Background: an optimization exercise with open tools, aiming at small area. Do not read the settings as production practice. In this exercise RTL edits were held to simulation tests only and were not proved equivalent to the original. Power figures rest on the tool's default switching activity, not on a simulated workload.

// MIPS
module MIPS(
    input [15:0] data_in,
    input clk,
    input interrupt,
    input reset,
    output reg [15:0] data_out,
    output [15:0] pm_addr,
    input [31:0] pm_rdata,
    output reg dm_en,
    output reg dm_we,
    output [15:0] dm_addr,
    output reg [15:0] dm_wdata,
    input [15:0] dm_rdata
    );
Settings: LEC_CHECK=0, CAP_MARGIN=20, CORE_MARGIN=2, CORE_UTILIZATION=55, CTS_CLUSTER_DIAMETER=80, CTS_CLUSTER_SIZE=20, GPL_TIMING_DRIVEN=0, PLACE_DENSITY=0.7, SLEW_MARGIN=20, SYNTH_HIERARCHICAL=1, SYNTH_MINIMUM_KEEP_SIZE=0; clock period 12.0 ns.
standard.sh (not shown) runs the stock make flow with config.mk's settings and CLKGATE_MAP_FILE= SYNTH_SCRIPT=/design/flow/synth_recipe.tcl, a recipe that flattens the netlist after the stock synthesis.
==> flow/flow/run.sh <==
#!/bin/bash
# Standard layout, with the smallest buffer (buf_1) on every input and output port.
set -euo pipefail
export BUFFER_PORTS_ARGS="-buffer_cell sky130_fd_sc_hd__buf_1"
bash standard.sh > standard.log 2>&1
Rerun with:
- CAP_MARGIN: 20 -> 10
- CORE_UTILIZATION: 55 -> 40
- CTS_CLUSTER_SIZE: 20 -> 25
- GPL_TIMING_DRIVEN: 0 -> default
- PLACE_DENSITY: 0.7 -> 0.6
- SLEW_MARGIN: 20 -> 10
After rerunning: Die area rose by about 37%; final area rose by about 0.9%; global-route usage fell by 9.9 points; utilization fell by 17 points; routed wire length rose by 4.3%; area after synthesis is unchanged.
Rerun with:
- CORE_UTILIZATION: 40 -> 55
- CTS_CLUSTER_SIZE: 25 -> 20
- PLACE_DENSITY: 0.6 -> 0.7
Result:
- cell count drops by about 7.5%
- global-route usage rose by 11 points
- power drops by 2.3%
- sequential power is about the same
- utilization increases by 16 points
- routed wire length goes down by about 2.5%
- via count rose by 2.4%
- synthesized area is unchanged
- maximum frequency climbs by about 0.43%
- cell area came out lower by 1.5%

---

run Y:
MIPS, a different RTL version from the one above (not shown whole).
Size in the first run: ~4,000 cells after synthesis, ~750 flip-flops, about 0.040 mm^2 of cells after synthesis.
make LEC_CHECK=0 CAP_MARGIN=20 CORE_MARGIN=2 CORE_UTILIZATION=55 CTS_BUF_LIST='sky130_fd_sc_hd__clkbuf_4 sky130_fd_sc_hd__clkbuf_8' CTS_CLUSTER_SIZE=25 PLACE_DENSITY=0.7 SLEW_MARGIN=20 finish   # period 12.0 ns
run.sh (not shown) runs the stock make flow with config.mk's settings and CLKGATE_MAP_FILE= SYNTH_SCRIPT=/design/flow/synth_recipe.tcl, a recipe that flattens the netlist after the stock synthesis.
Stock flow here: none of the scripts above is used.
Inputs modified between run Y and run R:
-- flow/config.mk --
<<< run Y, line 10
export CORE_UTILIZATION = 55
export CTS_BUF_LIST = sky130_fd_sc_hd__clkbuf_4 sky130_fd_sc_hd__clkbuf_8
export CTS_CLUSTER_SIZE = 25
export PLACE_DENSITY = 0.7
>>> run R, line 10
export CORE_UTILIZATION = 40
export PLACE_DENSITY = 0.6
--- outcome ---
- Final cell count without fillers: lower on run Y
- Of run R and run Y, it is run R that has the lower sequential share of layout area.
- Run R went all the way through synthesis, placement and routing and the layout is clean on timing, DRC and antenna.
- Re area growth from synthesis to layout: run Y was lower than run R.

---

== v8 ==
MIPS with an RTL version that a note above also has.
Size in the first run: ~700 flip-flops, ~130 I/O pins, roughly 0.029 mm² of cells after synthesis.
Design MIPS, start of the top module:
module MIPS(
    input [15:0] data_in,
    input clk,
    input interrupt,
    input reset,
    output reg [15:0] data_out,
    output [15:0] pm_addr,
    input [31:0] pm_rdata,
    output reg dm_en,
    output reg dm_we,
    output [15:0] dm_addr,
    output reg [15:0] dm_wdata,
    input [15:0] dm_rdata
    );
Settings: LEC_CHECK=0, CAP_MARGIN=10, CORE_MARGIN=2, CORE_UTILIZATION=62, CTS_CLUSTER_DIAMETER=80, CTS_CLUSTER_SIZE=25, PLACE_DENSITY=0.75, SLEW_MARGIN=10, SYNTH_HIERARCHICAL=1, SYNTH_MINIMUM_KEEP_SIZE=0; clock period 12.0 ns.
standard.sh (not shown) runs the stock make flow with config.mk's settings and CLKGATE_MAP_FILE= SYNTH_SCRIPT=/design/flow/synth_recipe.tcl, a recipe that flattens the netlist after the stock synthesis.
Scripts as last shown in full above: flow/flow/run.sh
v8 finished every step from synthesis to the final layout, and the layout passed the timing, DRC and antenna checks.
[inputs] v33 vs v8
Settings: a change of CORE_UTILIZATION from 62 to 40; a change of CTS_CLUSTER_SIZE from 25 to 20; a change of PLACE_DENSITY from 0.75 to 0.6.
Results
- Going from v8 to v33, total number of vias lower; fmax higher; worst hold slack roughly the same.
- In v33, clock-cell share of area is higher than in v8.
- v33 against v8: share of total power in the clock network saw an increase, overall power consumption increased by about 3.7% relative to the old numbers.
What v41 does differently from v33 at the input level:
Settings: swapping 10 for 20 in SLEW_MARGIN; swapping 10 for 20 in CAP_MARGIN; putting GPL_TIMING_DRIVEN at 0 where nothing was set.
Results
From v33 to v41 the numbers moved as follows: hold slack rose by 0.0095 ns, layout overhead on the synthesized area rose by 0.44 points, final critical-path required period rose by 0.92 ns, number of buffers outside the clock class in the layout fell by 28. Final instance area (higher): v41. Run comparison: v41 first element of the critical path ins_prv[11]; v33 first element of the critical path ins_prv[14]. Run comparison: v33 highest layer used for signal routing met4; v41 highest layer used for signal routing met5. Worst setup path endpoint: ans_ex[15] -> v41, pm_addr[9] -> v33. Power across v41 and v33: no real change. Setup WNS v33 -> v41: worse. v41 vs v33 — final wirelength climbed slightly.

[re-timing with driven ports]
No port has a modelled driver above. Below, the same layouts with a new extraction and two added sets of constraints. Step 1: set_driving_cell puts a clkbuf_16 on clk and a buf_2 on each other input, an assumption about the parent block. Step 2 moves the port delays by t, midway between the first and last clock arrival at a register: inputs arrive t later, outputs are due t later. That takes back most of the time a late clock gives input paths. a / b / c = ideal / step 1 / step 2; a / b = the first two.
run	t, ns	slack for setup (ns)	hold WS [ns]	worst setup path after step 2	slew at the worst register clock pin (ns)
the first run of note 1	0.661	0.536 / 0.536 / 0.536	0.448 / 0.448 / 0.448	register to register	0.09 / 0.09
the second run of note 1	0.679	1.396 / 1.331 / 1.668	0.453 / 0.453 / 0.453	input to register	0.10 / 0.10
the third run of note 1	0.655	1.442 / 1.380 / 1.516	0.442 / 0.442 / 0.442	register to register	0.09 / 0.09
run Y	0.810	0.343 / 0.316 / 0.316	0.423 / 0.423 / 0.423	input to output	0.09 / 0.09
run R	0.730	0.637 / 0.616 / 0.616	0.417 / 0.417 / 0.417	input to output	0.07 / 0.07
v8	0.655	1.194 / 1.194 / 1.194	0.451 / 0.451 / 0.451	register to register	0.10 / 0.10
v33	0.667	1.497 / 1.433 / 1.643	0.453 / 0.453 / 0.453	input to register	0.09 / 0.09
v41	0.671	0.578 / 0.578 / 0.578	0.462 / 0.462 / 0.462	register to register	0.10 / 0.10
After both steps every run listed still meets setup and hold. For run Y, which loses most, drivers alone change the setup slack by -0.027 ns; drivers and shift together by -0.027 ns.
